This is an optimization exercise on Yosys and OpenROAD, whose aim is small area, not a production implementation. RTL that was checked went through simulation tests only; none was proved equivalent to the original. Only the layout flow was run in run 3; the RTL was not checked for function there. Power figures rest on the tool's default switching activity, not on a simulated workload.

`flow/config.mk`:
```
export PLATFORM = sky130hd
export DESIGN_NAME = apb_uart
export DESIGN_NICKNAME = apb_uart
export VERILOG_FILES = /design/flow/design.v
export SDC_FILE = /design/flow/constraint.sdc
export NUM_CORES = 4
export LEC_CHECK = 0
export CAP_MARGIN = 20
export CORE_MARGIN = 2
export CORE_UTILIZATION = 40
export SLEW_MARGIN = 20
```
`flow/constraint.sdc`:
```
create_clock -name core_clock -period 10.0 [get_ports {clk}]
set_input_delay 2.0000 -clock core_clock [delete_from_list [all_inputs] [get_ports {clk}]]
set_output_delay 2.0000 -clock core_clock [all_outputs]
set_load 0.01 [all_outputs]
```
`flow/design.v`:
```
module apb_uart (
   input  wire          clk,
                        rst_n,
   input  wire          UART_RX_I,
   output reg           UART_TX_O,
   output wire          tx_fifo_empty,
                        tx_fifo_full,
                        rx_fifo_empty,
                        rx_fifo_full,
   input  wire          PENABLE,
                        PSEL,
                        PWRITE,
   input  wire [31:0]   PWDATA,
                        PADDR,
   output reg           PREADY,
   output wire          PSLVERR,
   output wire [31:0]   PRDATA
);
   wire       access   = PSEL & PENABLE;
   wire       addr_vld = ~|PADDR[31:3];
   wire [7:0] addr     = PADDR[7:0];
   reg        dap1, dap2;
   always @(posedge clk or negedge rst_n) begin
      if (!rst_n) begin
         dap1   <= 1'b0;
         dap2   <= 1'b0;
         PREADY <= 1'b0;
      end else begin
         dap1   <= access;
         dap2   <= dap1;
         PREADY <= dap2;
      end
   end
   wire acc_rdy = PREADY & access;
   wire w_en    = acc_rdy & addr_vld & PWRITE;
   assign PSLVERR = acc_rdy & ~addr_vld;
   reg       mdr;
   reg [7:0] dll, dlh, tbr;
   reg [5:0] lcr;
   reg [3:0] ier;
   reg [3:0] fsr_d;
   reg       tx_flag;
   wire      t_empty, t_full, r_empty, r_full;
   always @(posedge clk or negedge rst_n) begin
      if (!rst_n) begin
         mdr     <= 1'b0;
         dll     <= 8'd0;
         dlh     <= 8'd0;
         lcr     <= 6'd0;
         ier     <= 4'd0;
         tbr     <= 8'd0;
         fsr_d   <= 4'd0;
         tx_flag <= 1'b0;
      end else begin
         if (w_en) begin
            case (PADDR[2:0])
               3'd0: mdr <= PWDATA[0];
               3'd1: dll <= PWDATA[7:0];
               3'd2: dlh <= PWDATA[7:0];
               3'd3: lcr <= PWDATA[5:0];
               3'd4: ier <= PWDATA[3:0];
               3'd6: tbr <= PWDATA[7:0];
               default: ;
            endcase
         end
         fsr_d   <= {r_empty, r_full, t_empty, t_full};
         tx_flag <= w_en & (PADDR[2:0] == 3'd6);
      end
   end
   wire       osm = mdr;
   wire [1:0] wls = lcr[1:0];
   wire       stb = lcr[2];
   wire       pen = lcr[3];
   wire       eps = lcr[4];
   wire       bge = lcr[5];
   reg  [7:0] rbr;
   reg  [7:0] rd;
   always @(*) begin
      case (addr)
         8'd0: rd = {7'd0, mdr};
         8'd1: rd = dll;
         8'd2: rd = dlh;
         8'd3: rd = {2'd0, lcr};
         8'd4: rd = {4'd0, ier};
         8'd5: rd = {4'd0, fsr_d};
         8'd6: rd = tbr;
         default: rd = rbr;
      endcase
   end
   assign PRDATA = {24'd0, rd};
   reg  tx_flag_q, rx_flag_q;
   wire rx_flag = (addr == 8'd7);
   always @(posedge clk) begin
      tx_flag_q <= tx_flag;
      rx_flag_q <= rx_flag;
   end
   wire tx_push = tx_flag & ~tx_flag_q;
   wire rx_pop  = rx_flag & ~rx_flag_q;
   assign tx_fifo_empty = ier[1] & t_empty;
   assign tx_fifo_full  = ier[0] & t_full;
   assign rx_fifo_empty = ier[3] & r_empty;
   assign rx_fifo_full  = ier[2] & r_full;
   reg  [15:0] bcnt;
   reg         baud_clk;
   wire [15:0] bcnt_inc = bcnt + {15'd0, bge};
   wire        bmatch   = bge & (bcnt_inc == {dlh, dll});
   always @(posedge clk or negedge rst_n) begin
      if (!rst_n) begin
         bcnt     <= 16'd0;
         baud_clk <= 1'b0;
      end else begin
         bcnt     <= bmatch ? 16'd0 : bcnt_inc;
         baud_clk <= bge ? bmatch : baud_clk;
      end
   end
   wire baud_en = baud_clk & bge;
   reg  [4:0] twp, trp;
   reg  [7:0] tram [0:15];
   reg  [7:0] tx_data;
   wire       tx_pop;
   assign t_empty = (twp == trp);
   assign t_full  = (twp[3:0] == trp[3:0]) & (twp[4] ^ trp[4]);
   wire   t_wen   = tx_push & ~t_full;
   wire   t_ren   = tx_pop & ~t_empty;
   always @(posedge clk) begin
      if (t_wen) tram[twp[3:0]] <= tbr;
      if (t_ren) tx_data <= tram[trp[3:0]];
   end
   always @(posedge clk or negedge rst_n) begin
      if (!rst_n) begin
         twp <= 5'd0;
         trp <= 5'd0;
      end else begin
         twp <= twp + {4'd0, t_wen};
         trp <= trp + {4'd0, t_ren};
      end
   end
   reg  [4:0] rwp, rrp;
   reg  [7:0] rram [0:15];
   wire       rx_push;
   reg  [7:0] rx_data;
   assign r_empty = (rwp == rrp);
   assign r_full  = (rwp[3:0] == rrp[3:0]) & (rwp[4] ^ rrp[4]);
   wire   r_wen   = rx_push & ~r_full;
   wire   r_ren   = rx_pop & ~r_empty;
   always @(posedge clk) begin
      if (r_wen) rram[rwp[3:0]] <= rx_data;
      if (r_ren) rbr <= rram[rrp[3:0]];
   end
   always @(posedge clk or negedge rst_n) begin
      if (!rst_n) begin
         rwp <= 5'd0;
         rrp <= 5'd0;
      end else begin
         rwp <= rwp + {4'd0, r_wen};
         rrp <= rrp + {4'd0, r_ren};
      end
   end
   localparam [2:0] S_IDLE = 3'd0, S_START = 3'd1, S_FIRST = 3'd2,
                    S_PARITY = 3'd3, S_STOP1 = 3'd4, S_STOP2 = 3'd5;
   reg  [3:0] ttc;
   reg        ttick;
   wire       ttc_end = (ttc == (osm ? 4'd12 : 4'd15));
   always @(posedge clk or negedge rst_n) begin
      if (!rst_n) begin
         ttc   <= 4'd0;
         ttick <= 1'b0;
      end else begin
         ttick <= baud_en & ttc_end;
         ttc   <= (baud_en & ttc_end) ? 4'd0 : ttc + {3'd0, baud_en};
      end
   end
   reg  [4:0] ts;
   wire       t_in_data = ts[4] | ts[3];
   wire [3:0] tc        = {ts[4] & ts[3], ts[2:0]};
   wire [3:0] tc1       = tc + 4'd1;
   wire       tovf1     = ~ts[4] | (tc[2:0] == 3'd7);
   wire       tdone     = (tc == {2'b01, wls});
   wire [4:0] t_stop    = t_empty ? {2'b00, S_IDLE} : {2'b00, S_FIRST};
   always @(posedge clk or negedge rst_n) begin
      if (!rst_n) begin
         ts <= {2'b00, S_IDLE};
      end else if (ts == {2'b00, S_FIRST}) begin
         ts <= {2'b00, S_START};
      end else if (ttick) begin
         if (t_in_data) begin
            if (tdone)
               ts <= {2'b00, pen ? S_PARITY : S_STOP1};
            else
               ts <= (tovf1 & ~tc1[3]) ? {2'b01, tc1[2:0]} : {1'b1, tc1};
         end else begin
            case (ts[2:0])
               S_IDLE:   if (!t_empty) ts <= {2'b00, S_FIRST};
               S_START:  ts <= 5'b10000;
               S_PARITY: ts <= {2'b00, S_STOP1};
               S_STOP1:  ts <= stb ? {2'b00, S_STOP2} : t_stop;
               S_STOP2:  ts <= t_stop;
               default:  ts <= {2'b00, S_IDLE};
            endcase
         end
      end
   end
   assign tx_pop = (ts == {2'b00, S_FIRST});
   wire serial_out = ts[4] & ~ts[3] & tx_data[ts[2:0]];
   reg  xor_all;
   always @(*) begin
      case (wls)
         2'b00: xor_all = ^tx_data[4:0];
         2'b01: xor_all = ^tx_data[5:0];
         2'b10: xor_all = ^tx_data[6:0];
         default: xor_all = ^tx_data[7:0];
      endcase
   end
   wire parity = eps ? xor_all : ~xor_all;
   always @(*) begin
      if (t_in_data)
         UART_TX_O = serial_out;
      else if (ts[2:0] == S_START || ts[2:0] == S_FIRST)
         UART_TX_O = 1'b0;
      else if (ts[2:0] == S_PARITY)
         UART_TX_O = parity;
      else
         UART_TX_O = 1'b1;
   end
   reg  [4:0] rs;
   wire       r_in_data = rs[4];
   wire       r_idle    = (rs == {2'b00, S_IDLE});
   reg  [3:0] rtc;
   reg        rtmp, rtq;
   wire       rtc_mid = (rtc == (osm ? 4'd6 : 4'd7));
   wire       rtc_max = (rtc == (osm ? 4'd12 : 4'd15));
   always @(posedge clk or negedge rst_n) begin
      if (!rst_n) begin
         rtc  <= 4'd0;
         rtmp <= 1'b0;
      end else begin
         rtc  <= (r_idle | (baud_en & rtc_max)) ? 4'd0 : rtc + {3'd0, baud_en};
         rtmp <= ~r_idle & (baud_en ? rtc_mid : rtmp);
      end
   end
   always @(posedge clk) rtq <= rtmp;
   wire rtick = rtmp & ~rtq;
   wire rdone = (rs[3:0] == {2'b01, wls});
   wire [4:0] r_stop = {2'b00, stb ? S_STOP1 : S_FIRST};
   always @(posedge clk or negedge rst_n) begin
      if (!rst_n) begin
         rs <= {2'b00, S_IDLE};
      end else if (r_in_data) begin
         if (rtick)
            rs <= rdone ? (pen ? {2'b00, S_PARITY} : r_stop) : {1'b1, rs[3:0] + 4'd1};
      end else begin
         case (rs[3:0])
            {1'b0, S_IDLE}:   if (!UART_RX_I) rs <= {2'b00, S_START};
            {1'b0, S_START}:  if (rtick) rs <= 5'b10000;
            {1'b0, S_PARITY}: if (rtick) rs <= r_stop;
            {1'b0, S_STOP1}:  if (rtick) rs <= {2'b00, S_FIRST};
            {1'b0, S_FIRST}:  rs <= {2'b00, S_STOP2};
            {1'b0, S_STOP2}:  if (rtick) rs <= UART_RX_I ? {2'b00, S_IDLE} : {2'b00, S_START};
            default:          rs <= {2'b00, S_IDLE};
         endcase
      end
   end
   reg [7:0] sipo;
   always @(posedge clk) begin
      if (rtick & r_in_data) sipo <= {UART_RX_I, sipo[7:1]};
   end
   assign rx_push = (rs == {2'b00, S_FIRST});
   always @(*) begin
      case (wls)
         2'b00: rx_data = {3'b000, sipo[7:3]};
         2'b01: rx_data = {2'b00, sipo[7:2]};
         2'b10: rx_data = {1'b0, sipo[7:1]};
         default: rx_data = sipo;
      endcase
   end
endmodule
```
`flow/flow/run.sh`:
```
#!/bin/bash
# The standard layout, with three changes:
#  - synthesis: the standard synthesis (synth_recipe.tcl), then the combinational cells are
#    mapped again by ABC for area (flow/remap.tcl); the registers stay as they are;
#  - the port buffers are the smallest buffer cell (buf_1), and the buffers ABC added are removed;
#  - one tie cell drives all the constant outputs;
#  - clock tree: clkbuf_8 cells, clusters of up to 20 sinks, no dummy loads.
# Each tool's output is in the ORFS logs under orfs/logs; make's output goes to standard_flow.log.
set -euo pipefail
WORK=$(pwd)
printf 'source %s/synth_recipe.tcl\nsource %s/flow/remap.tcl\n' "$WORK" "$WORK" > "$WORK/remap_synth.tcl"
CTS="-sink_clustering_enable -repair_clock_nets -dont_use_dummy_load -buf_list sky130_fd_sc_hd__clkbuf_8 -sink_clustering_size 20 -sink_clustering_max_diameter 60"
bash standard.sh "SYNTH_SCRIPT=$WORK/remap_synth.tcl" "BUFFER_PORTS_ARGS=-buffer_cell sky130_fd_sc_hd__buf_1" \
   "CTS_ARGS=$CTS" REMOVE_ABC_BUFFERS=1 SKIP_REPAIR_TIE_FANOUT=1 finish > standard_flow.log 2>&1
```
`flow/flow/area.script`:
```
strash
&get -n
&deepsyn -T 30
&put
dch
map -a -B 0
mfs2
&get -n
&st
&dch
&nf -R 1000
&put
topo
```
`flow/flow/genmodels.py`:
```
# Writes Verilog models of the combinational cells of a liberty file (from each output pin's
# function), for yosys to techmap mapped cells back into logic.
import re, sys
lib = open(sys.argv[1]).read()
out = open(sys.argv[2], 'w')
names = []
cells = [(m.start(), m.group(1)) for m in re.finditer(r'\bcell\s*\(\s*"?([\w]+)"?\s*\)', lib)]
for i, (p, name) in enumerate(cells):
    body = lib[p:cells[i + 1][0] if i + 1 < len(cells) else len(lib)]
    if re.search(r'\b(ff|latch|statetable)\s*\(', body):
        continue
    pins = []
    for m in re.finditer(r'\bpin\s*\(\s*"?(\w+)"?\s*\)\s*\{', body):
        # pin body up to the matching brace
        d, j = 1, m.end()
        while d:
            d += {'{': 1, '}': -1}.get(body[j], 0); j += 1
        pb = body[m.end():j]
        dirm = re.search(r'direction\s*:\s*"?(\w+)"?', pb)
        fm = re.search(r'\bfunction\s*:\s*"([^"]*)"', pb)
        pins.append((m.group(1), dirm.group(1) if dirm else '', fm.group(1) if fm else None))
    outs = [p for p in pins if p[1] == 'output']
    ins = [p for p in pins if p[1] == 'input']
    if not outs or any(o[2] is None for o in outs) or 'tristate' in body or not ins and not outs:
        continue
    if any(re.search(r'\b(three_state)\b', body) for _ in [0]):
        continue
    names.append(name)
    out.write(f'module {name} ({", ".join(p[0] for p in ins + outs)});\n')
    for p in ins: out.write(f'  input {p[0]};\n')
    for p in outs:
        f = p[2]
        f = re.sub(r'\)\s*\(', ') & (', f)
        f = re.sub(r'(\w|\))\s+(?=[\w!(])', r'\1 & ', f)
        f = f.replace('!', '~').replace('*', '&').replace('+', '|')
        out.write(f'  output {p[0]};\n  assign {p[0]} = {f};\n')
    out.write('endmodule\n')
```
`flow/flow/holdmux_map.v`:
```
module sky130_fd_sc_hd__mux2_1 (A0, A1, S, X);
  input A0, A1, S;
  output X;
  sky130_fd_sc_hd__a22o_1 _TECHMAP_REPLACE_ (.A1(S), .A2(A1), .B1(~S), .B2(A0), .X(X));
endmodule
```
`flow/flow/not_map.v`:
```
module \$_NOT_ (A, Y);
  input A;
  output Y;
  sky130_fd_sc_hd__inv_1 _TECHMAP_REPLACE_ (.A(A), .Y(Y));
endmodule
```
`flow/flow/remap.tcl`:
```
# Runs after synth_recipe.tcl, in the same Yosys session: maps the combinational cells of the
# standard synthesis back to logic and has ABC map that logic again for area. The registers are
# left as the standard synthesis made them (same instances, names and cell types).
set flowdir [file dirname [file normalize [info script]]]
set models $::env(OBJECTS_DIR)/comb_models.v
exec -- $::env(PYTHON_EXE) $flowdir/genmodels.py [lindex $::env(LIB_FILES) 0] $models
techmap -map $models
techmap
abc -script $flowdir/area.script {*}$lib_args {*}$lib_dont_use_args -constr $::env(OBJECTS_DIR)/abc.constr
opt_clean -purge
# ABC maps the hold multiplexers of the async-reset registers to mux2 cells; an a22o with the
# inverted select, shared by the bits of a register, is smaller.
select -set holdmux t:sky130_fd_sc_hd__dfrtp_* %ci1:+\[D\] %ci1:+\[X\] t:sky130_fd_sc_hd__mux2_1 %i
techmap -map $flowdir/holdmux_map.v @holdmux
simplemap
opt_merge t:\$_NOT_
techmap -map $flowdir/not_map.v
opt_clean -purge
hilomap -singleton -hicell {*}$::env(TIEHI_CELL_AND_PORT) -locell {*}$::env(TIELO_CELL_AND_PORT)
splitnets
# left out here: clean up, hide names made inside functions
tee -o $::env(REPORTS_DIR)/remap_stat.txt stat {*}$lib_args
# left out here: write 1_2_yosys.v
```
`flow/standard.sh`:
```
#!/bin/bash
# synth_recipe.tcl (not shown) runs the flow's synth.tcl, then flattens the netlist and writes it again
# the make line also repeats each setting of config.mk as NAME=value (left out here)
make -C /OpenROAD-flow-scripts/flow DESIGN_CONFIG=/design/flow/config.mk WORK_HOME=/design/flow/orfs CLKGATE_MAP_FILE= SYNTH_SCRIPT=/design/flow/synth_recipe.tcl "${@:-finish}"
```
==> results of run 1 <==
[layout make-up]
class                      count  area, um^2  area share [%]
timing repair buffer          77         357            2.12
clock buffer                  31         427            2.54
inverter                      28         105           0.625
tap                          511         639            3.80
sequential                   383       11000            65.2
multi-input combinational    712        4330            25.7
[layer usage]
metal  routed length (um)  share of wire [%]
met1                17000                 46
met2                17300                 46
met3                 2200                5.9
met4                  841                2.3
met5                    0                  0
[flip-flops by register name, indices dropped and copies added, names as in the netlist, 4 cells and up]
signal	cells
dll	8
rtc	4
dlh	8
bcnt	16
lcr	6
ttc	4
tram	128
rwp	5
tx_data	8
rs	5
rram	128
trp	5
twp	5
fsr_d	4
sipo	8
ier	4
rbr	8
rrp	5
ts	5
tbr	8
[path summary, 6_finish.rpt]
kind | start | end
max | PADDR[4] | PRDATA[6]
min | dap1 | dap2
max reg2reg | lcr[5] | bcnt[3]
min reg2reg | dap1 | dap2
max in group asynchronous | rst_n | mdr
min in group asynchronous | rst_n | twp[1]
[power by group through the flow]
stage               Clock [mW]  Combinational (mW)  Sequential (mW)
floorplan                    0               0.163             1.82
global placement             0               0.238             1.83
detailed placement           0               0.242             1.84
CTS                      0.771               0.243             1.80
global route             0.823               0.273             1.81
finish                   0.747               0.243             1.80
[stage by stage]
step / util (%) / cell area (um^2) / hold slack (ns)
2_1_floorplan: - / 15300 / 0.331
3_3_place_gp: 43.4 / 16400 / 0.342
3_5_place_dp: 43.4 / 16400 / 0.337
4_1_cts: 44.5 / 16800 / 0.354
5_1_grt: 44.6 / 16800 / 0.359
6_report: 44.6 / 16800 / 0.345
==> key figures, run 1 <==
Clock tree
  • H-Tree Depth: 1
  • Clk slew on worst S/H paths: 0.06 ns
  • Post-CTS Setup Inserts: 0
  • CTS Hold Bufs: 0
  • Clk root buf: clkbuf_8
  • CTS Buffer Depth: 3
  • Post-CTS resize count: 0
  • Number of CTS-inserted buffers: 31
  • Clock latency on the worst-skew pair: between 0.6 and 0.7 ns
  • Clock sinks: around 380
  • CTS tree: built

Global route
  • Met2 GRT Util: just under 30%
  • Global-route wire length before repair: 56.8 mm
  • GRT Util Overall: 18.8%
  • Vias in the first global route: roughly 9400
  • Met1 Use GR: about 27%
  • Met3 usage: around 2.8%
  • Initial antenna violation count: 0
  • Total congestion overflow: 0
  • Busiest grt layer: met2
  • Largest net degree at the start of global routing: 60

Timing
  • Rel. slew slack: 25.8%
  • Final setup TNS: 0 ns
  • Fin Clk Skew: between 0.06 and 0.07 ns
  • Fin crit share: between 60% and 70%
  • Final setup fails: 0
  • Worst slew pin tran: approximately 1.1 ns
  • Setup slack after layout: 3.51 ns
  • Pins Over Slew Limit: 0
  • RSZ-0062 raised after global routing: false
  • Fmax: around 0.15 GHz
  • Final Hold Fails: 0
  • Post-route minimum period: ~6.5 ns

Critical path
  • CP cell instances: buf_1 -> nor3_1 -> nand2_1 -> nor3b_1 -> a22oi_1 -> nand2_1 -> buf_1
  • Slowest stage delay, CP: 0.79 ns
  • Crit path max fanout: 7
  • R2R depth: 14
  • CP delay by family, top: simple AND/OR/NAND/NOR gates
  • Required time at the worst-slack endpoint: approximately 8 ns
  • Kind of critical path: primary input to output port
  • WP buf/inv: 2
  • Critical path's slowest cell: nor3b_1
  • WP data arrival: ~4.5 ns
  • CP startpoint kind: primary input
  • Reg2Reg Setup Slack: between 6 and 7 ns
  • Crit. End Element: output port
  • CP Depth: 7

Layout
  • N_diodes: 0
  • Most frequent cells in the layout: edfxtp_1 (280), nor2_1 (113), dfrtp_1 (100)
  • Commonest non-fill, non-tap cell in the layout: edfxtp_1
  • Final net count: 1303
  • Layout cells sized above 1: under 10%
  • Layout Cells excl Fill: between 1500 and 2000
  • FILL cells: ~3400
  • Area Overhead vs Synth: 9.64%

Power and ir drop
  • Comb power frac: under 10%
  • Total internal power: between 2 and 2.5 mW
  • Total power: 2.79 mW
  • Switch share: 24.5%
  • Power per Cell Area: 166 nW/um^2
  • Reg power frac: about 65%
  • Psw: between 0.6 and 0.7 mW
  • Cell leakage power: between 5 and 6 nW
  • VDD IR-drop max: around 0.1 mV
  • Clock power share: 26.8%

Detailed routing
  • DR pass1 iterations: 6
  • Post-route ant nets: 0
  • Drt via density: roughly 5.7
  • Total number of vias: 9859
  • DR WL/cell: between 20 and 25 um
  • DRT Wirelength: 37.3 mm
  • Initial DRC count: 822
  • Drc violations: 0

Die
  • Initial Utilization: around two fifths
  • Core Area: 37800 um^2
  • Die height: roughly 200 um
  • Number of I/O pins: ~110
  • Die area: 40000 um^2
  • Die Wd: between 150 and 200 um
  • Row count: 71

Placement
  • Dpl ws: 3.61 ns
  • Final GP Congestion: approximately 0.86
  • Placed insts: approximately 1700
  • Port Buffer Count: 60
  • Final HPWL DP: 24.5 mm

Min path
  • Hold Path Class: register to register
  • Hold Path Stages: 0

Job
  • Max-cap violations: 0

Synth
  • Synth warnings: 1
  • Synth Instances: approximately 1100
  • Mapped Area: approximately 15000 um^2
  • Post-Syn Area per Cell: ~14 um^2

Run status
  • Status: timing/DRC/antenna clean
==> run 2: changes to the inputs <==
--- a/flow/flow/run.sh
+++ b/flow/flow/run.sh
@@ -1,7 +1,7 @@
 #!/bin/bash
 # The standard layout, with three changes:
 #  - synthesis: the standard synthesis (synth_recipe.tcl), then the combinational cells are
-#    mapped again by ABC for area (flow/remap.tcl); the registers stay as they are;
+#    mapped again by ABC for area, the smallest of several seeds (flow/remap.tcl); the registers stay as they are;
 #  - the port buffers are the smallest buffer cell (buf_1), and the buffers ABC added are removed;
 #  - one tie cell drives all the constant outputs;
 #  - clock tree: clkbuf_8 cells, clusters of up to 20 sinks, no dummy loads.
==> flow/flow/remap.tcl (replaced) <==
# Runs after synth_recipe.tcl, in the same Yosys session: maps the combinational cells of the
# standard synthesis back to logic and has ABC map that logic again for area, several times with
# different seeds of ABC's &deepsyn, and keeps the smallest result. The registers are left as the
# standard synthesis made them (same instances, names and cell types).
set flowdir [file dirname [file normalize [info script]]]
set models $::env(OBJECTS_DIR)/comb_models.v
exec -- $::env(PYTHON_EXE) $flowdir/genmodels.py [lindex $::env(LIB_FILES) 0] $models
techmap -map $models
techmap
design -save remap_in
set fh [open $flowdir/area.script r]
set template [read $fh]
close $fh
set best_area ""
foreach seed {0 1 2 3 4 5} {
  design -load remap_in
  set script $::env(OBJECTS_DIR)/area_seed$seed.script
  set fh [open $script w]
  puts -nonewline $fh [string map [list "&deepsyn -T 30" "&deepsyn -T 30 -S $seed"] $template]
  close $fh
  abc -script $script {*}$lib_args {*}$lib_dont_use_args -constr $::env(OBJECTS_DIR)/abc.constr
  opt_clean -purge
  # ABC maps the hold multiplexers of the async-reset registers to mux2 cells; an a22o with the
  # inverted select, shared by the bits of a register, is smaller.
  select -set holdmux t:sky130_fd_sc_hd__dfrtp_* %ci1:+\[D\] %ci1:+\[X\] t:sky130_fd_sc_hd__mux2_1 %i
  techmap -map $flowdir/holdmux_map.v @holdmux
  simplemap
  opt_merge t:\$_NOT_
  techmap -map $flowdir/not_map.v
  opt_clean -purge
  set st [tee -q -s result.string stat {*}$lib_args]
  regexp {Chip area for module[^:]*: ([0-9.]+)} $st -> area
  puts "remap seed $seed: area $area"
  if {$best_area eq "" || $area < $best_area} {
    set best_area $area
    design -save remap_best
  }
}
design -load remap_best
puts "remap: kept area $best_area"
hilomap -singleton -hicell {*}$::env(TIEHI_CELL_AND_PORT) -locell {*}$::env(TIELO_CELL_AND_PORT)
splitnets
# left out here: clean up, hide names made inside functions
tee -o $::env(REPORTS_DIR)/remap_stat.txt stat {*}$lib_args
# left out here: write 1_2_yosys.v
==> run 2 against run 1 <==
  * Sequential power is 6% lower
  * Highest routed layer unchanged
  * First-iteration DRC count grew 6.3%
  * Routed wire length down 3.9%
  * Flip-flop and latch count unchanged
  * Clock skew down 0.0055 ns
==> key figures, run 2 <==
Critical path
  • Crit path max fanout: 16
  • CP cell instances: buf_1 -> and2_0 -> nand2_1 -> nand3_1 -> a221oi_1 -> a31oi_1 -> buf_1
  • Crit. End Element: output port
  • FF-to-FF Start: lcr[5]
  • Worst setup path startpoint: PADDR[2]
  • RR Endpoint: bcnt[12]
  • Reg2Reg Setup Slack: approximately 5.7 ns
  • Critical path's slowest cell: buf_1
  • Kind of critical path: primary input to output port
  • CP startpoint kind: primary input
  • Slowest stage delay, CP: around 0.47 ns
  • WP data arrival: 3.98 ns
  • Worst path most repeated cell: buf_1
  • R2R depth: 14
  • Required time at the worst-slack endpoint: ~8.0 ns

Die
  • Core Area: 37700 um^2
  • Die height: 200 um
  • Die Wd: 200 um
  • Die area: around 40000 um^2
  • Row count: 71
  • Number of I/O pins: approximately 110
  • Initial Utilization: 40.7%

Clock tree
  • CTS tree: built
  • Clock sinks: between 300 and 400
  • Number of CTS-inserted buffers: 29
  • H-Tree Depth: 1
  • Clk root buf: clkbuf_8
  • Clock latency on the worst-skew pair: roughly 0.63 ns
  • Post-CTS resize count: 0
  • CTS Buffer Depth: 3
  • CTS Hold Bufs: 0
  • Clk slew on worst S/H paths: approximately 0.090 ns
  • Post-CTS Setup Inserts: 0

Layout
  • Final net count: 1300
  • Final core occ: around 45%
  • Area Overhead vs Synth: 9.51%
  • Most frequent cells in the layout: edfxtp_1 (280), nor2_1 (108), dfrtp_1 (100)
  • Layout cells sized above 1: between 4 and 5%
  • Design Area, Final: ~17000 um^2
  • Commonest non-fill, non-tap cell in the layout: edfxtp_1
  • FILL cells: 3408
  • N_diodes: 0

Detailed routing
  • Total number of vias: around 9800
  • DR pass1 iterations: 5
  • DRT Wirelength: around 36 mm
  • Drc violations: 0
  • Post-route ant nets: 0
  • Drt via density: about 5.7
  • Initial DRC count: between 800 and 900
  • DR WL/cell: between 20 and 25 um

Placement
  • Final GP Congestion: 0.910
  • Port Buffer Count: 60
  • Cell area after placement: roughly 16000 um^2
  • Final HPWL DP: 23.6 mm

Job
  • Max-cap violations: 0

Timing
  • Worst slew pin tran: 1.14 ns
  • Final setup fails: 0
  • Post-route minimum period: approximately 6 ns
  • Fin crit share: 59.8%
  • Fin Clk Skew: 0.0549 ns
  • Fmax: 0.167 GHz
  • Final Hold Fails: 0
  • RSZ-0062 raised after global routing: false
  • Pins Over Slew Limit: 0
  • Final setup TNS: 0 ns
  • Rel. slew slack: between 20% and 30%

Global route
  • Vias in the first global route: around 9300
  • Initial antenna violation count: 0
  • Global-route wire length before repair: around 55 mm
  • GRT Util Overall: approximately 18%
  • Total congestion overflow: 0
  • Largest net degree at the start of global routing: 84

Power and ir drop
  • Total power: ~2.5 mW
  • VDD IR-drop max: about 0.11 mV
  • Power per Cell Area: about 150 nW/um^2
  • Cell leakage power: ~5.5 nW

Min path
  • Hold Path Sink: dap2
  • Hold Path Class: register to register
  • HP Start: dap1
  • Hold Path Stages: 0

Synth
  • Synth warnings: 1
  • Mapped Area: 15300 um^2
  • Synth Instances: between 1000 and 1500
  • Post-Syn Area per Cell: between 10 and 15 um^2

Run status
  • Status: timing/DRC/antenna clean
[run 2: layout make-up]
cell class / instances / area (um^2) / area share (%)
Tap cell: 511 / 639 / 3.81
Clock buffer: 29 / 399 / 2.38
Inverter: 28 / 105 / 0.626
Sequential cell: 383 / 11000 / 65.3
Timing Repair Buffer: 82 / 398 / 2.37
Multi-Input combinational cell: 706 / 4280 / 25.5
[run 2: metrics by stage]
step                      hold slack [ns]  std cells  setup WS [ns]
after detailed placement            0.336       1710           4.07
after global placement              0.337       1710           4.11
final                               0.358       1739           4.02
after global routing                0.371       1739           3.82
after CTS                           0.362       1739           4.05
after floorplan                     0.331       1117           4.85
[run 2: worst max path at each step]
stage,end,slack [ns]
finish,PRDATA[0],4.02
global route,PRDATA[0],3.82
CTS,PRDATA[4],4.05
detailed placement,PRDATA[0],4.07
global placement,PRDATA[0],4.11
floorplan,PRDATA[1],4.85
[run 2: routing by layer]
| layer | GRT usage (%) | routed length (um) | up-vias |
|---|---|---|---|
| li1 | - | - | 4563 |
| met1 | 25.5 | 16100 | 4922 |
| met2 | 28.9 | 16900 | 282 |
| met3 | 2.87 | 1980 | 60 |
| met4 | 4.53 | 862 | 0 |
| met5 | 0 | 0 | - |
[run 2: report_power, final]
part	internal [mW]	switching, mW
Combinational	0.0255	0.0506
Sequential	1.69	0.0130
Clock	0.259	0.466
[run 2: critical path: cells and delay by family]
| family | cells | cell delay [ns] |
|---|---|---|
| buffers and inverters | 2 | 0.65 |
| AO/OA/AOI/OAI | 2 | 0.33 |
| AND/OR/NAND/NOR | 3 | 0.99 |
==> run 3: changes to the inputs <==
--- a/flow/design.v
+++ b/flow/design.v
@@ -121,7 +121,7 @@
    assign t_empty = (twp == trp);
    assign t_full  = (twp[3:0] == trp[3:0]) & (twp[4] ^ trp[4]);
    wire   t_wen   = tx_push & ~t_full;
-   wire   t_ren   = tx_pop & ~t_empty;
+   wire   t_ren   = tx_pop;
    always @(posedge clk) begin
       if (t_wen) tram[twp[3:0]] <= tbr;
       if (t_ren) tx_data <= tram[trp[3:0]];
@@ -162,14 +162,12 @@
    reg        ttick;
    wire       ttc_end = (ttc == (osm ? 4'd12 : 4'd15));
    always @(posedge clk or negedge rst_n) begin
-      if (!rst_n) begin
-         ttc   <= 4'd0;
-         ttick <= 1'b0;
-      end else begin
-         ttick <= baud_en & ttc_end;
-         ttc   <= (baud_en & ttc_end) ? 4'd0 : ttc + {3'd0, baud_en};
-      end
-   end
+      if (!rst_n)
+         ttc <= 4'd0;
+      else
+         ttc <= (baud_en & ttc_end) ? 4'd0 : ttc + {3'd0, baud_en};
+   end
+   always @(posedge clk) ttick <= baud_en & ttc_end;
    reg  [4:0] ts;
    wire       t_in_data = ts[4] | ts[3];
    wire [3:0] tc        = {ts[4] & ts[3], ts[2:0]};
@@ -229,14 +227,9 @@
    reg        rtmp, rtq;
    wire       rtc_mid = (rtc == (osm ? 4'd6 : 4'd7));
    wire       rtc_max = (rtc == (osm ? 4'd12 : 4'd15));
-   always @(posedge clk or negedge rst_n) begin
-      if (!rst_n) begin
-         rtc  <= 4'd0;
-         rtmp <= 1'b0;
-      end else begin
-         rtc  <= (r_idle | (baud_en & rtc_max)) ? 4'd0 : rtc + {3'd0, baud_en};
-         rtmp <= ~r_idle & (baud_en ? rtc_mid : rtmp);
-      end
+   always @(posedge clk) begin
+      rtc  <= (r_idle | (baud_en & rtc_max)) ? 4'd0 : rtc + {3'd0, baud_en};
+      rtmp <= ~r_idle & (baud_en ? rtc_mid : rtmp);
    end
    always @(posedge clk) rtq <= rtmp;
    wire rtick = rtmp & ~rtq;
==> run 3 against run 2 <==
  * Global-route usage increased by 1.1 points
  * Clock power about the same
  * Via count decreased by 0.33%
  * Non-clock buffer count decreased by 5
  * Final cell count decreased by 0.81%
  * Sequential power increased by 4%
  * Register-to-register slack improved by 0.32 ns
  * Routed wire length increased by 3.6%
  * Design area decreased by 0.18%
  * Critical path depth unchanged
  * Critical path type unchanged
  * Critical endpoint is now PRDATA[4]
  * Highest routed layer unchanged
==> key figures, run 3 <==
Detailed routing
  • Initial DRC count: 934
  • Total number of vias: about 10000
  • Post-route ant nets: 0
  • Drc violations: 0
  • DR pass1 iterations: 6
  • Drt via density: around 5.7
  • DR WL/cell: roughly 22 um
  • DRT Wirelength: ~37 mm

Placement
  • Cell area after placement: between 15000 and 20000 um^2
  • Placed insts: between 1500 and 2000
  • Dpl ws: roughly 3.8 ns
  • Port Buffer Count: 60
  • Final GP Congestion: 0.822
  • Final HPWL DP: roughly 25 mm

Global route
  • Met3 usage: 2.45%
  • Total congestion overflow: 0
  • GRT Util Overall: 19.0%
  • Largest net degree at the start of global routing: 76
  • Global-route wire length before repair: between 50 and 60 mm
  • Met2 GRT Util: 30.5%
  • Busiest grt layer: met2
  • Vias in the first global route: approximately 9400
  • Initial antenna violation count: 0
  • Met1 Use GR: between 20% and 30%

Layout
  • Layout cells sized above 1: roughly 5%
  • Area of the multi-input gates: between 4000 and 5000 um^2
  • FILL cells: approximately 3500
  • Design Area, Final: about 17000 um^2
  • Most frequent cells in the layout: edfxtp_1 (280), dfrtp_1 (94), nor2_1 (94)
  • Area Overhead vs Synth: 9.51%
  • Register area: between 10000 and 15000 um^2
  • Layout Cells excl Fill: 1725
  • Commonest non-fill, non-tap cell in the layout: edfxtp_1
  • N_diodes: 0
  • Final net count: about 1300

Clock tree
  • CTS tree: built
  • Clock latency on the worst-skew pair: around 0.63 ns
  • Number of CTS-inserted buffers: 29
  • Post-CTS resize count: 0
  • Clk slew on worst S/H paths: approximately 0.080 ns
  • CTS Hold Bufs: 0
  • Clk root buf: clkbuf_8
  • Clock sinks: 383
  • Post-CTS Setup Inserts: 0
  • CTS Buffer Depth: 3
  • H-Tree Depth: 1

Timing
  • Worst slew pin tran: between 1 and 1.5 ns
  • Pins Over Slew Limit: 0
  • Final setup fails: 0
  • Fin Clk Skew: roughly 0.057 ns
  • Rel. slew slack: a little over a quarter
  • RSZ-0062 raised after global routing: false
  • Post-route minimum period: slightly above 6 ns
  • Final Hold Fails: 0
  • Final setup TNS: 0 ns
  • Fmax: 0.162 GHz
  • Fin crit share: between 60% and 70%
  • Setup slack after layout: about 3.8 ns

Power and ir drop
  • Cell leakage power: 5.48 nW
  • VDD IR-drop max: approximately 0.095 mV
  • Power per Cell Area: around 160 nW/um^2
  • Total power: between 2 and 3 mW

Die
  • Core Area: ~38000 um^2
  • Initial Utilization: roughly 40%
  • Die Wd: roughly 200 um
  • Die area: approximately 40000 um^2
  • Number of I/O pins: approximately 110
  • Row count: 71
  • Die height: roughly 200 um

Critical path
  • Crit. End Element: output port
  • Crit path max fanout: 16
  • Kind of critical path: primary input to output port
  • CP startpoint kind: primary input
  • Required time at the worst-slack endpoint: around 8.0 ns
  • WP data arrival: between 4 and 5 ns

Synth
  • Synth warnings: 1
  • Post-Syn Area per Cell: 13.8 um^2
  • Synth Instances: between 1000 and 1500
  • Mapped Area: between 15000 and 20000 um^2

Min path
  • Hold Path Class: register to register

Run status
  • Status: timing/DRC/antenna clean

Job
  • Max-cap violations: 0
-- run 3: cell count changes in the layout (fill, tap and decap cells not counted), moves of 9 or more --
cell and delta:
a21oi_1 +31, a222oi_1 +20, a22oi_1 -14, nand2b_1 +9
nor2_1 -14, nor3_1 -12, o21ai_0 -14, o22ai_1 -29
-- run 3: worst max-delay path: stages --
cell     delay, ns
buf_1         0.36
and2_0        0.46
nand2_1       0.22
nand3_1       0.50
a22oi_1       0.19
o21ai_0       0.21
buf_1         0.24
-- run 3: metal layers --
layer  wire, um  up-vias
li1           -     4518
met1      17100     4926
met2      17400      297
met3       1910       54
met4        748        0
met5          0        -
-- run 3: stage by stage --
| stage | util (%) | hold slack [ns] |
|---|---|---|
| floorplan | - | 0.331 |
| global placement | 43.4 | 0.335 |
| detailed placement | 43.4 | 0.339 |
| CTS | 44.4 | 0.360 |
| global route | 44.5 | 0.365 |
| finish | 44.5 | 0.358 |
-- run 3: worst paths after layout --
check	cells after the start	slack, ns	to	startpoint
min in group asynchronous	1	1.27	ttc[2]	rst_n
hold / removal	0	0.36	PREADY	dap2
max in group asynchronous	2	7.38	rrp[4]	rst_n
setup / recovery	7	3.82	PRDATA[4]	PADDR[2]
setup reg to reg	14	6.06	bcnt[1]	lcr[5]
hold reg to reg	0	0.36	PREADY	dap2
-- run 3: layout make-up --
cell class / instances / area share, %
clock buffer: 29 / 2.38
timing repair buffer: 77 / 2.13
multi-input combinational: 698 / 25.8
tap: 511 / 3.81
inverter: 27 / 0.605
sequential: 383 / 65.3
-- run 3: power by group --
part	switching, mW	internal [mW]
Sequential	0.0406	1.73
Combinational	0.139	0.0674
Clock	0.465	0.259
Total	0.644	2.06
==> run 4: changes to the inputs <==
--- a/flow/design.v
+++ b/flow/design.v
@@ -121,7 +121,7 @@
    assign t_empty = (twp == trp);
    assign t_full  = (twp[3:0] == trp[3:0]) & (twp[4] ^ trp[4]);
    wire   t_wen   = tx_push & ~t_full;
-   wire   t_ren   = tx_pop;
+   wire   t_ren   = tx_pop & ~t_empty;
    always @(posedge clk) begin
       if (t_wen) tram[twp[3:0]] <= tbr;
       if (t_ren) tx_data <= tram[trp[3:0]];
==> run 4 against run 3 <==
  * Clock power down 1%
  * Power down 4.6%
  * Register-to-register slack got worse by 0.46 ns
  * Final cell count grew 0.41%
  * Clock skew decreased by 0.0089 ns
  * Sequential share of layout area is 0.18 points higher
  * First-iteration DRC count increased by 0.54%
  * Worst setup slack improved by 0.023 ns
  * Combinational power down 33%
  * Design area fell by 0.28%
  * Maximum frequency is 0.38% higher
  * Area after synthesis down 0.24%
  * Largest power group unchanged
==> key figures, run 4 <==
Placement
  • Placed insts: between 1500 and 2000
  • Final GP Congestion: roughly 0.82
  • Final HPWL DP: 24.0 mm
  • Port Buffer Count: 60

Layout
  • Register area: approximately 11000 um^2
  • N_diodes: 0
  • Area Overhead vs Synth: 9.47%
  • Most frequent cells in the layout: edfxtp_1 (280), nor2_1 (102), nand2_1 (100)
  • Final net count: 1293
  • Layout cells sized above 1: between 4 and 5%
  • FILL cells: between 3000 and 4000
  • Area of the multi-input gates: approximately 4200 um^2
  • Commonest non-fill, non-tap cell in the layout: edfxtp_1
  • Layout Cells excl Fill: roughly 1700

Critical path
  • Crit path max fanout: 7
  • Kind of critical path: primary input to output port
  • FF-to-FF Start: lcr[5]
  • CP startpoint kind: primary input
  • Worst setup path startpoint: PADDR[4]
  • Crit. End Element: output port
  • WP data arrival: slightly above 4 ns
  • CP cell instances: buf_1 -> nor3_1 -> nand2_1 -> nor2_1 -> nand2_1 -> nand3_1 -> a32oi_1 -> o21ai_0 -> buf_1
  • CP Depth: 9
  • WP buf/inv: 2
  • CP delay by family, top: simple AND/OR/NAND/NOR gates
  • Required time at the worst-slack endpoint: roughly 8.0 ns
  • R2R depth: 12
  • Slowest stage delay, CP: between 0.4 and 0.5 ns
  • Critical path's slowest cell: nor3_1

Detailed routing
  • Initial DRC count: approximately 940
  • Drt via density: between 5 and 6
  • Total number of vias: between 9000 and 10000
  • DR WL/cell: roughly 21 um
  • Drc violations: 0
  • DRT Wirelength: between 30 and 40 mm
  • DR pass1 iterations: 6
  • Post-route ant nets: 0

Die
  • Die area: 39800 um^2
  • Initial Utilization: 40.5%
  • Die height: ~200 um
  • Core Area: ~38000 um^2
  • Die Wd: approximately 200 um
  • Row count: a little over 70
  • Number of I/O pins: ~110

Timing
  • RSZ-0062 raised after global routing: false
  • Fin crit share: slightly above 60%
  • Fmax: roughly 0.16 GHz
  • Worst slew pin tran: between 1 and 1.5 ns
  • Fin Clk Skew: 0.0477 ns
  • Pins Over Slew Limit: 0
  • Final setup fails: 0
  • Rel. slew slack: between 30% and 40%
  • Post-route minimum period: approximately 6.2 ns
  • Final hold slack: about 0.36 ns
  • Final setup TNS: 0 ns
  • Final Hold Fails: 0

Clock tree
  • Clk slew on worst S/H paths: 0.08 ns
  • CTS Buffer Depth: 3
  • Post-CTS Setup Inserts: 0
  • Clk root buf: clkbuf_8
  • Number of CTS-inserted buffers: 28
  • H-Tree Depth: 1
  • CTS tree: built
  • Post-CTS resize count: 0
  • CTS Hold Bufs: 0
  • Clock latency on the worst-skew pair: roughly 0.63 ns
  • Clock sinks: between 300 and 400

Synth
  • Synth warnings: 1
  • Synth Instances: between 1000 and 1500
  • Mapped Area: 15300 um^2
  • Post-Syn Area per Cell: roughly 14 um^2

Global route
  • Largest net degree at the start of global routing: 86
  • Initial antenna violation count: 1
  • Vias in the first global route: about 9400
  • Global-route wire length before repair: about 55 mm
  • GRT Util Overall: 18.2%
  • Total congestion overflow: 0

Power and ir drop
  • Cell leakage power: 5.40 nW
  • Power per Cell Area: 154 nW/um^2
  • VDD IR-drop max: 0.0964 mV

Run status
  • Status: timing/DRC/antenna clean

Min path
  • Hold Path Class: register to register
  • HP Start: dap2
  • Hold Path Stages: 0

Job
  • Max-cap violations: 0
run 4: changes by cell type in the layout (fill, tap and decap cells not counted), moves of 8 or more:
cell      previous run  this run
a21oi_1             73        58
nand2_1             82       100
nand2b_1            24        14
nand3_1             23        51
nor2_1              94       102
run 4: final timing paths:
kind,end,slack [ns]
max in group asynchronous,rwp[2],7.72
min in group asynchronous,trp[4],1.27
worst min register to register,PREADY,0.36
worst max-delay path,PRDATA[6],3.85
worst max register to register,bcnt[1],5.60
worst min-delay path,PREADY,0.36
run 4: stage by stage:
step	area (um^2)	power [mW]	setup WS [ns]	utilization (%)
5_1_grt	16700	2.68	3.63	44.4
3_5_place_dp	16300	1.90	3.83	43.3
2_1_floorplan	15300	1.84	4.86	-
6_report	16700	2.58	3.85	44.4
4_1_cts	16700	2.60	3.83	44.3
3_3_place_gp	16300	1.90	3.90	43.3
run 4: layout make-up:
type                    count  share of cell area (%)
multi-input cells         700                    25.4
clock buffers              28                    2.31
flip-flops and latches    383                    65.4
repair buffers             82                    2.38
inverters                  28                   0.629
well taps                 511                    3.82
run 4: per-layer routing:
layer  up-vias  GRT usage, %  share of wire, %
li1       4549             -                 -
met1      4894          25.8                45
met2       256          29.8                47
met3        52          2.70               5.6
met4         2          4.44               2.3
met5         -             0             0.022
run 4: where the power goes:
| group | leakage (nW) | internal (mW) | switching, mW | total (mW) |
|---|---|---|---|---|
| sequential | 3.57 | 1.70 | 0.0229 | 1.73 |
| combinational | 1.63 | 0.0489 | 0.0901 | 0.139 |
| clock | 0.201 | 0.250 | 0.465 | 0.715 |
| total | 5.40 | 2.00 | 0.578 | 2.58 |
==> run 5: changes to the inputs <==
--- a/flow/flow/remap.tcl
+++ b/flow/flow/remap.tcl
@@ -12,7 +12,7 @@
 set template [read $fh]
 close $fh
 set best_area ""
-foreach seed {0 1 2 3 4 5} {
+foreach seed {0 1 2 3 4 5 6 7 8 9} {
   design -load remap_in
   set script $::env(OBJECTS_DIR)/area_seed$seed.script
   set fh [open $script w]
==> run 5 against run 4 <==
  * Via count is 0.14% higher
  * Sequential share of layout area is 0.10 points lower
  * Still clean
  * First-iteration DRC count is 6.2% higher
  * Critical endpoint is now PRDATA[1]
  * Register-to-register slack better by 0.51 ns
  * Die area hardly changed
  * Maximum frequency is 1.4% higher
  * Area after synthesis hardly changed
  * Design area is 0.16% higher
  * Clock power is 2% higher
  * Utilization is 0.070 points higher
  * Clock skew is 0.058 ns higher
  * Count of clock-buffer cells in the layout is 2 higher
==> key figures, run 5 <==
Timing
  • Final setup fails: 0
  • Fin crit share: between 60% and 70%
  • Fmax: 0.165 GHz
  • Final Hold Fails: 0
  • Post-route minimum period: between 6 and 7 ns
  • Fin Clk Skew: between 0.1 and 0.15 ns
  • RSZ-0062 raised after global routing: false
  • Setup slack after layout: just under 4 ns
  • Pins Over Slew Limit: 0
  • Rel. slew slack: between 30% and 40%
  • Worst slew pin tran: approximately 1 ns
  • Final setup TNS: 0 ns

Clock tree
  • Clock latency on the worst-skew pair: 0.66 ns
  • Clock sinks: approximately 380
  • Post-CTS Setup Inserts: 0
  • Clk root buf: clkbuf_8
  • CTS Hold Bufs: 0
  • Post-CTS resize count: 0
  • Number of CTS-inserted buffers: 30
  • CTS Buffer Depth: 3
  • Clk slew on worst S/H paths: between 0.1 and 0.15 ns
  • H-Tree Depth: 1
  • CTS tree: built

Run status
  • Status: timing/DRC/antenna clean

Min path
  • Hold Path Class: register to register
  • Hold Path Stages: 0
  • HP Start: dap2
  • Hold Path Sink: PREADY

Critical path
  • RR Endpoint: bcnt[2]
  • Crit. End Element: output port
  • FF-to-FF Start: lcr[5]
  • Kind of critical path: primary input to output port
  • Crit path max fanout: 9
  • CP startpoint kind: primary input
  • Required time at the worst-slack endpoint: ~8.0 ns
  • Worst setup path startpoint: PADDR[0]
  • Reg2Reg Setup Slack: ~6.1 ns
  • R2R depth: 12
  • WP data arrival: 4.07 ns

Layout
  • Most frequent cells in the layout: edfxtp_1 (280), nand2_1 (122), dfrtp_1 (94)
  • Commonest non-fill, non-tap cell in the layout: edfxtp_1
  • N_diodes: 0
  • Layout cells sized above 1: between 5 and 6%
  • Area Overhead vs Synth: 9.66%
  • Final net count: ~1300

Placement
  • Port Buffer Count: 60
  • Dpl ws: roughly 3.8 ns
  • Final GP Congestion: about 0.84
  • Final HPWL DP: ~23 mm

Power and ir drop
  • VDD IR-drop max: 0.134 mV
  • Total power: approximately 2.5 mW
  • Cell leakage power: 5.61 nW
  • Power per Cell Area: 149 nW/um^2

Detailed routing
  • Drt via density: 5.64
  • Post-route ant nets: 0
  • DRT Wirelength: between 30 and 40 mm
  • DR pass1 iterations: 8
  • DR WL/cell: around 21 um
  • Initial DRC count: between 900 and 1000
  • Total number of vias: roughly 10000
  • Drc violations: 0

Synth
  • Synth Instances: ~1100
  • Post-Syn Area per Cell: between 10 and 15 um^2
  • Synth warnings: 1
  • Mapped Area: 15300 um^2

Global route
  • GRT Util Overall: 18.1%
  • Global-route wire length before repair: between 50 and 60 mm
  • Largest net degree at the start of global routing: around 70
  • Total congestion overflow: 0
  • Vias in the first global route: a little over 9000
  • Initial antenna violation count: 4

Die
  • Row count: slightly above 70
  • Die Wd: approximately 200 um
  • Number of I/O pins: roughly 110
  • Core Area: about 38000 um^2
  • Die area: slightly below 40000 um^2
  • Initial Utilization: between 40% and 50%
  • Die height: around 200 um

Job
  • Max-cap violations: 0
run 5: per-layer routing:
layer  vias to the layer above  GRT usage (%)  share of wire [%]
met5                         -              0               0.12
met4                         8           4.58                2.3
met3                        65           3.11                6.0
met1                      4863           26.2                 46
met2                       293           28.5                 46
li1                       4538              -                  -
run 5: layout make-up:
| cell class | instances | area (um^2) |
|---|---|---|
| sequential | 383 | 10900 |
| inverter | 26 | 97.6 |
| multi-input combinational | 702 | 4270 |
| clock buffer | 30 | 413 |
| tap | 511 | 639 |
| timing repair buffer | 80 | 379 |
| fill | 3421 | 20900 |
run 5: worst max-delay path by stage:
| stage | endpoint |
|---|---|
| final | PRDATA[1] |
| after global routing | PRDATA[1] |
| after CTS | PRDATA[1] |
| after detailed placement | PRDATA[1] |
| after global placement | PRDATA[1] |
| after floorplan | PRDATA[3] |
run 5: per-stage QoR:
step | util [%] | instance area, um^2 | hold WS [ns] | instances
after floorplan | - | 15300 | 0.331 | 1111
after CTS | 44.4 | 16700 | 0.369 | 1732
after global placement | 43.3 | 16300 | 0.334 | 1702
after detailed placement | 43.3 | 16300 | 0.341 | 1702
after global routing | 44.5 | 16700 | 0.377 | 1732
final | 44.5 | 16700 | 0.365 | 1732
run 5: where the power goes:
part | total (mW) | switching, mW | internal (mW)
clock network | 0.728 | 0.461 | 0.266
logic | 0.0800 | 0.0561 | 0.0239
registers | 1.69 | 0.00279 | 1.69
run 5: worst max-delay path, stage by stage:
cell	delay (ns)
buf_1	0.30
clkinv_1	0.23
nor2_1	0.51
a221oi_1	0.16
a31oi_1	0.21
a211oi_1	0.08
a21oi_1	0.38
buf_1	0.20
==> run 6: changes to the inputs <==
--- a/flow/design.v
+++ b/flow/design.v
@@ -156,30 +156,30 @@
          rrp <= rrp + {4'd0, r_ren};
       end
    end
-   localparam [2:0] S_IDLE = 3'd0, S_START = 3'd1, S_FIRST = 3'd2,
+   localparam [2:0] S_IDLE = 3'd0, S_START = 3'd1, S_DATA = 3'd2,
                     S_PARITY = 3'd3, S_STOP1 = 3'd4, S_STOP2 = 3'd5;
    reg  [3:0] ttc;
    reg        ttick;
    wire       ttc_end = (ttc == (osm ? 4'd12 : 4'd15));
    always @(posedge clk or negedge rst_n) begin
-      if (!rst_n)
-         ttc <= 4'd0;
-      else
-         ttc <= (baud_en & ttc_end) ? 4'd0 : ttc + {3'd0, baud_en};
-   end
-   always @(posedge clk) ttick <= baud_en & ttc_end;
+      if (!rst_n) begin
+         ttc   <= 4'd0;
+         ttick <= 1'b0;
+      end else begin
+         ttick <= baud_en & ttc_end;
+         ttc   <= (baud_en & ttc_end) ? 4'd0 : ttc + {3'd0, baud_en};
+      end
+   end
    reg  [4:0] ts;
    wire       t_in_data = ts[4] | ts[3];
    wire [3:0] tc        = {ts[4] & ts[3], ts[2:0]};
    wire [3:0] tc1       = tc + 4'd1;
    wire       tovf1     = ~ts[4] | (tc[2:0] == 3'd7);
    wire       tdone     = (tc == {2'b01, wls});
-   wire [4:0] t_stop    = t_empty ? {2'b00, S_IDLE} : {2'b00, S_FIRST};
+   wire [4:0] t_stop    = t_empty ? {2'b00, S_IDLE} : {2'b00, S_START};
    always @(posedge clk or negedge rst_n) begin
       if (!rst_n) begin
          ts <= {2'b00, S_IDLE};
-      end else if (ts == {2'b00, S_FIRST}) begin
-         ts <= {2'b00, S_START};
       end else if (ttick) begin
          if (t_in_data) begin
             if (tdone)
@@ -188,7 +188,7 @@
                ts <= (tovf1 & ~tc1[3]) ? {2'b01, tc1[2:0]} : {1'b1, tc1};
          end else begin
             case (ts[2:0])
-               S_IDLE:   if (!t_empty) ts <= {2'b00, S_FIRST};
+               S_IDLE:   if (!t_empty) ts <= {2'b00, S_START};
                S_START:  ts <= 5'b10000;
                S_PARITY: ts <= {2'b00, S_STOP1};
                S_STOP1:  ts <= stb ? {2'b00, S_STOP2} : t_stop;
@@ -198,7 +198,10 @@
          end
       end
    end
-   assign tx_pop = (ts == {2'b00, S_FIRST});
+   wire t_start = (ts == {2'b00, S_START});
+   reg  tstart_q;
+   always @(posedge clk) tstart_q <= t_start;
+   assign tx_pop = t_start & ~tstart_q;
    wire serial_out = ts[4] & ~ts[3] & tx_data[ts[2:0]];
    reg  xor_all;
    always @(*) begin
@@ -213,7 +216,7 @@
    always @(*) begin
       if (t_in_data)
          UART_TX_O = serial_out;
-      else if (ts[2:0] == S_START || ts[2:0] == S_FIRST)
+      else if (ts[2:0] == S_START)
          UART_TX_O = 1'b0;
       else if (ts[2:0] == S_PARITY)
          UART_TX_O = parity;
@@ -227,14 +230,19 @@
    reg        rtmp, rtq;
    wire       rtc_mid = (rtc == (osm ? 4'd6 : 4'd7));
    wire       rtc_max = (rtc == (osm ? 4'd12 : 4'd15));
-   always @(posedge clk) begin
-      rtc  <= (r_idle | (baud_en & rtc_max)) ? 4'd0 : rtc + {3'd0, baud_en};
-      rtmp <= ~r_idle & (baud_en ? rtc_mid : rtmp);
+   always @(posedge clk or negedge rst_n) begin
+      if (!rst_n) begin
+         rtc  <= 4'd0;
+         rtmp <= 1'b0;
+      end else begin
+         rtc  <= (r_idle | (baud_en & rtc_max)) ? 4'd0 : rtc + {3'd0, baud_en};
+         rtmp <= ~r_idle & (baud_en ? rtc_mid : rtmp);
+      end
    end
    always @(posedge clk) rtq <= rtmp;
    wire rtick = rtmp & ~rtq;
    wire rdone = (rs[3:0] == {2'b01, wls});
-   wire [4:0] r_stop = {2'b00, stb ? S_STOP1 : S_FIRST};
+   wire [4:0] r_stop = {2'b00, stb ? S_STOP1 : S_STOP2};
    always @(posedge clk or negedge rst_n) begin
       if (!rst_n) begin
          rs <= {2'b00, S_IDLE};
@@ -246,18 +254,20 @@
             {1'b0, S_IDLE}:   if (!UART_RX_I) rs <= {2'b00, S_START};
             {1'b0, S_START}:  if (rtick) rs <= 5'b10000;
             {1'b0, S_PARITY}: if (rtick) rs <= r_stop;
-            {1'b0, S_STOP1}:  if (rtick) rs <= {2'b00, S_FIRST};
-            {1'b0, S_FIRST}:  rs <= {2'b00, S_STOP2};
+            {1'b0, S_STOP1}:  if (rtick) rs <= {2'b00, S_STOP2};
             {1'b0, S_STOP2}:  if (rtick) rs <= UART_RX_I ? {2'b00, S_IDLE} : {2'b00, S_START};
             default:          rs <= {2'b00, S_IDLE};
          endcase
       end
    end
+   wire r_stop2 = (rs == {2'b00, S_STOP2});
    reg [7:0] sipo;
+   reg       rstop2_q;
    always @(posedge clk) begin
       if (rtick & r_in_data) sipo <= {UART_RX_I, sipo[7:1]};
-   end
-   assign rx_push = (rs == {2'b00, S_FIRST});
+      rstop2_q <= r_stop2;
+   end
+   assign rx_push = r_stop2 & ~rstop2_q;
    always @(*) begin
       case (wls)
          2'b00: rx_data = {3'b000, sipo[7:3]};
==> flow/flow/run.sh (replaced) <==
#!/bin/bash
# The standard layout, with three changes:
#  - synthesis: the standard synthesis (synth_recipe.tcl), then the combinational cells are
#    mapped again by ABC for area (flow/remap.tcl); the registers stay as they are;
#  - the port buffers are the smallest buffer cell (buf_1), and the buffers ABC added are removed;
#  - one tie cell drives all the constant outputs;
#  - clock tree: clkbuf_8 cells, clusters of up to 20 sinks, no dummy loads.
# Each tool's output is in the ORFS logs under orfs/logs; make's output goes to standard_flow.log.
set -euo pipefail
WORK=$(pwd)
printf 'source %s/synth_recipe.tcl\nsource %s/flow/remap.tcl\n' "$WORK" "$WORK" > "$WORK/remap_synth.tcl"
CTS="-sink_clustering_enable -repair_clock_nets -dont_use_dummy_load -buf_list sky130_fd_sc_hd__clkbuf_8 -sink_clustering_size 20 -sink_clustering_max_diameter 60"
bash standard.sh "SYNTH_SCRIPT=$WORK/remap_synth.tcl" "BUFFER_PORTS_ARGS=-buffer_cell sky130_fd_sc_hd__buf_1" \
   "CTS_ARGS=$CTS" REMOVE_ABC_BUFFERS=1 SKIP_REPAIR_TIE_FANOUT=1 UPSIZE_MIN_FANOUT=12 finish > standard_flow.log 2>&1
==> flow/flow/remap.tcl (replaced) <==
# Runs after synth_recipe.tcl, in the same Yosys session: maps the combinational cells of the
# standard synthesis back to logic and has ABC map that logic again for area. The registers are
# left as the standard synthesis made them (same instances, names and cell types).
set flowdir [file dirname [file normalize [info script]]]
set models $::env(OBJECTS_DIR)/comb_models.v
exec -- $::env(PYTHON_EXE) $flowdir/genmodels.py [lindex $::env(LIB_FILES) 0] $models
techmap -map $models
techmap
abc -script $flowdir/area.script {*}$lib_args {*}$lib_dont_use_args -constr $::env(OBJECTS_DIR)/abc.constr
opt_clean -purge
# ABC maps the hold multiplexers of the async-reset registers to mux2 cells; an a22o with the
# inverted select, shared by the bits of a register, is smaller.
select -set holdmux t:sky130_fd_sc_hd__dfrtp_* %ci1:+\[D\] %ci1:+\[X\] t:sky130_fd_sc_hd__mux2_1 %i
techmap -map $flowdir/holdmux_map.v @holdmux
simplemap
opt_merge t:\$_NOT_
techmap -map $flowdir/not_map.v
opt_clean -purge
hilomap -singleton -hicell {*}$::env(TIEHI_CELL_AND_PORT) -locell {*}$::env(TIELO_CELL_AND_PORT)
splitnets
# left out here: clean up, hide names made inside functions
tee -o $::env(REPORTS_DIR)/remap_stat.txt stat {*}$lib_args
# left out here: write 1_2_yosys.v
# weak cells with many loads: next drive strength (flow/upsize.py)
exec -- $::env(PYTHON_EXE) $flowdir/upsize.py [lindex $::env(LIB_FILES) 0] $::env(RESULTS_DIR)/1_2_yosys.v $::env(UPSIZE_MIN_FANOUT)
==> flow/flow/upsize.py (new file) <==
# Gives the weakest combinational cells of a netlist that drive many loads the next drive
# strength of the same cell (same function and pins), so that placement does not have to
# buffer their nets. Usage: upsize.py LIB NETLIST MIN_FANOUT (rewrites NETLIST).
import re, sys
lib, path, fmin = sys.argv[1], sys.argv[2], int(sys.argv[3])
names = set(re.findall(r'cell\s*\(\s*"?(sky130_fd_sc_hd__\w+)"?\s*\)', open(lib).read()))
text = open(path).read()
inst = re.compile(r'^(\s*)(sky130_fd_sc_hd__(\w+?)_(\d+))(\s+\S+\s*\()(.*?)\);', re.M | re.S)
conn = re.compile(r'\.(\w+)\(\s*([^()]*?)\s*\)')
loads = {}
outs = {}
for m in inst.finditer(text):
    for pin, net in conn.findall(m.group(6)):
        if pin in ('X', 'Y', 'Q', 'Q_N', 'HI', 'LO', 'SUM', 'COUT'):
            continue
        loads[net] = loads.get(net, 0) + 1
ports = set(n.strip() for n in re.findall(r'^\s*output\s+(?:\[[^\]]*\]\s*)?([^;]+);', text, re.M))
def upsize(m):
    base, size = m.group(3), int(m.group(4))
    if size > 1 or base.startswith(('df', 'edf', 'sdf', 'dl', 'conb', 'buf', 'clk', 'inv', 'tap', 'fill', 'decap')):
        return m.group(0)
    out = [net for pin, net in conn.findall(m.group(6)) if pin in ('X', 'Y')]
    if len(out) != 1 or loads.get(out[0], 0) + (out[0].split('[')[0] in ports) < fmin:
        return m.group(0)
    bigger = f'sky130_fd_sc_hd__{base}_2'
    if bigger not in names:
        return m.group(0)
    return m.group(1) + bigger + m.group(5) + m.group(6) + ');'
new = inst.sub(upsize, text)
open(path, 'w').write(new)
==> run 6 against run 5 <==
  * Power grew 6.4%
  * Hold slack worse by 0.011 ns
  * Maximum frequency rose by 3.6%
  * Non-clock buffer count up 2
  * Largest cell class unchanged
  * Clock skew rose by 0.019 ns
  * First-iteration DRC count shrank 7.4%
  * Final cell count increased by 0.69%
  * Still clean
  * Sequential share of layout area fell by 0.16 points
  * Critical endpoint unchanged
  * Design area increased by 0.89%
  * Worst setup slack improved by 0.21 ns
==> key figures, run 6 <==
Detailed routing
  • DR pass1 iterations: 6
  • DRT Wirelength: around 38 mm
  • Drt via density: 5.72
  • Post-route ant nets: 0
  • DR WL/cell: 21.9 um
  • Drc violations: 0
  • Initial DRC count: ~920
  • Total number of vias: approximately 10000

Synth
  • Synth Instances: about 1100
  • Post-Syn Area per Cell: 13.8 um^2
  • Mapped Area: roughly 15000 um^2
  • Synth warnings: 1

Die
  • Core Area: ~38000 um^2
  • Die height: between 200 and 250 um
  • Initial Utilization: between 40% and 50%
  • Number of I/O pins: ~110
  • Die Wd: about 200 um
  • Die area: approximately 40000 um^2
  • Row count: 71

Global route
  • Global-route wire length before repair: approximately 60 mm
  • Largest net degree at the start of global routing: 67
  • Vias in the first global route: between 9000 and 10000
  • Initial antenna violation count: 0
  • Total congestion overflow: 0
  • GRT Util Overall: a little under a fifth

Layout
  • N_diodes: 0
  • Area of the multi-input gates: 4350 um^2
  • Area Overhead vs Synth: 9.41%
  • Most frequent cells in the layout: edfxtp_1 (280), nor2_1 (107), dfrtp_1 (100)
  • Layout cells sized above 1: approximately 6.2%
  • FILL cells: roughly 3500
  • Design Area, Final: ~17000 um^2
  • Register area: 11000 um^2
  • Final net count: between 1000 and 1500
  • Commonest non-fill, non-tap cell in the layout: edfxtp_1

Run status
  • Status: timing/DRC/antenna clean

Timing
  • Final setup TNS: 0 ns
  • Rel. slew slack: between 20 and 25%
  • RSZ-0062 raised after global routing: false
  • Pins Over Slew Limit: 0
  • Final setup fails: 0
  • Fin crit share: roughly 59%
  • Fin Clk Skew: 0.125 ns
  • Post-route minimum period: about 5.9 ns
  • Final Hold Fails: 0
  • Worst slew pin tran: 1.16 ns
  • Fmax: 0.171 GHz

Job
  • Max-cap violations: 0

Clock tree
  • CTS Hold Bufs: 0
  • CTS Buffer Depth: 3
  • CTS tree: built
  • Clock sinks: around 390
  • H-Tree Depth: 1
  • Post-CTS Setup Inserts: 0
  • Clk root buf: clkbuf_8
  • Clk slew on worst S/H paths: 0.09 ns
  • Clock latency on the worst-skew pair: 0.65 ns
  • Number of CTS-inserted buffers: 29
  • Post-CTS resize count: 0

Power and ir drop
  • Power per Cell Area: roughly 160 nW/um^2
  • Cell leakage power: approximately 5.4 nW
  • VDD IR-drop max: approximately 0.12 mV

Critical path
  • Required time at the worst-slack endpoint: 8.00 ns
  • Crit path max fanout: 13
  • WP data arrival: 3.85 ns
  • Kind of critical path: primary input to output port
  • CP startpoint kind: primary input
  • Crit. End Element: output port

Placement
  • Port Buffer Count: 60
  • Cell area after placement: 16500 um^2
  • Final HPWL DP: roughly 25 mm
  • Final GP Congestion: a little over 0.8

Min path
  • Hold Path Class: register to register
[run 6: path summary, 6_finish.rpt]
kind,startpoint,slack (ns),end,cells after the start
max in group asynchronous,rst_n,7.40,bcnt[8],2
hold reg to reg,dap1,0.35,dap2,0
min in group asynchronous,rst_n,1.32,twp[2],1
setup / recovery,PADDR[0],4.15,PRDATA[1],6
setup reg to reg,lcr[5],5.91,bcnt[0],15
hold / removal,dap1,0.35,dap2,0
[run 6: cell type report]
cell class              count  share of cell area, %
well taps                 511                   3.78
multi-input cells         712                   25.7
inverters                  25                  0.556
clock buffers              29                   2.36
repair buffers             82                   2.38
flip-flops and latches    385                   65.2
[run 6: where the power goes]
group | switching (mW) | leakage [nW] | internal (mW)
clock network | 0.469 | 0.209 | 0.259
logic | 0.107 | 1.61 | 0.0643
registers | 0.0357 | 3.63 | 1.72
[run 6: metal layers]
| layer | part of all wire [%] | GRT usage, % | vias up |
|---|---|---|---|
| met5 | 0 | 0 | - |
| li1 | - | - | 4592 |
| met4 | 2.7 | 5.34 | 0 |
| met1 | 43 | 25.8 | 5022 |
| met2 | 49 | 31.6 | 297 |
| met3 | 5.4 | 2.66 | 60 |
[run 6: per-stage QoR]
stage | instances | setup slack [ns] | total power [mW] | utilization [%] | hold slack (ns)
2_1_floorplan | 1122 | 4.71 | 1.90 | - | 0.331
3_3_place_gp | 1713 | 4.22 | 1.96 | 43.5 | 0.338
3_5_place_dp | 1715 | 4.17 | 1.97 | 43.6 | 0.338
4_1_cts | 1744 | 4.16 | 2.68 | 44.6 | 0.359
5_1_grt | 1744 | 3.94 | 2.76 | 44.6 | 0.366
6_report | 1744 | 4.15 | 2.66 | 44.6 | 0.355
[run 6: critical path, stage by stage]
cell      delay, ns
buf_1          0.25
and2_0         0.35
a21oi_1        0.50
o221ai_1       0.23
o31ai_1        0.34
buf_1          0.19

what the ideal ports hide:
In the flow no input, the clock included, has a driving cell. The finished layouts below were timed again as built, in two steps.
Step 1, drivers: a clkbuf_16 drives clk and a buf_2 each remaining input, both assumed.
Step 2 moves the port delays by t, midway between the first and last clock arrival at a register: inputs arrive t later, outputs are due t later. That takes back most of the time a late clock gives input paths.
a / b / c = ideal ports / drivers / drivers and shift; a / b = the first two.
| run | shift t [ns] | slack for setup (ns) | cell pins on the clock port's net |
|---|---|---|---|
| run 1 | 0.661 | 3.509 / 3.489 / 3.489 | 1 |
| run 2 | 0.653 | 4.018 / 3.993 / 3.993 | 1 |
| run 3 | 0.651 | 3.823 / 3.801 / 3.801 | 1 |
| run 4 | 0.640 | 3.847 / 3.827 / 3.827 | 1 |
| run 5 | 0.657 | 3.932 / 3.908 / 3.908 | 1 |
| run 6 | 0.642 | 4.145 / 4.115 / 4.115 | 1 |
After both steps every run listed still meets setup and hold. The setup slack of run 6, which loses most, moves by -0.030 ns with the drivers and by -0.030 ns with both steps.
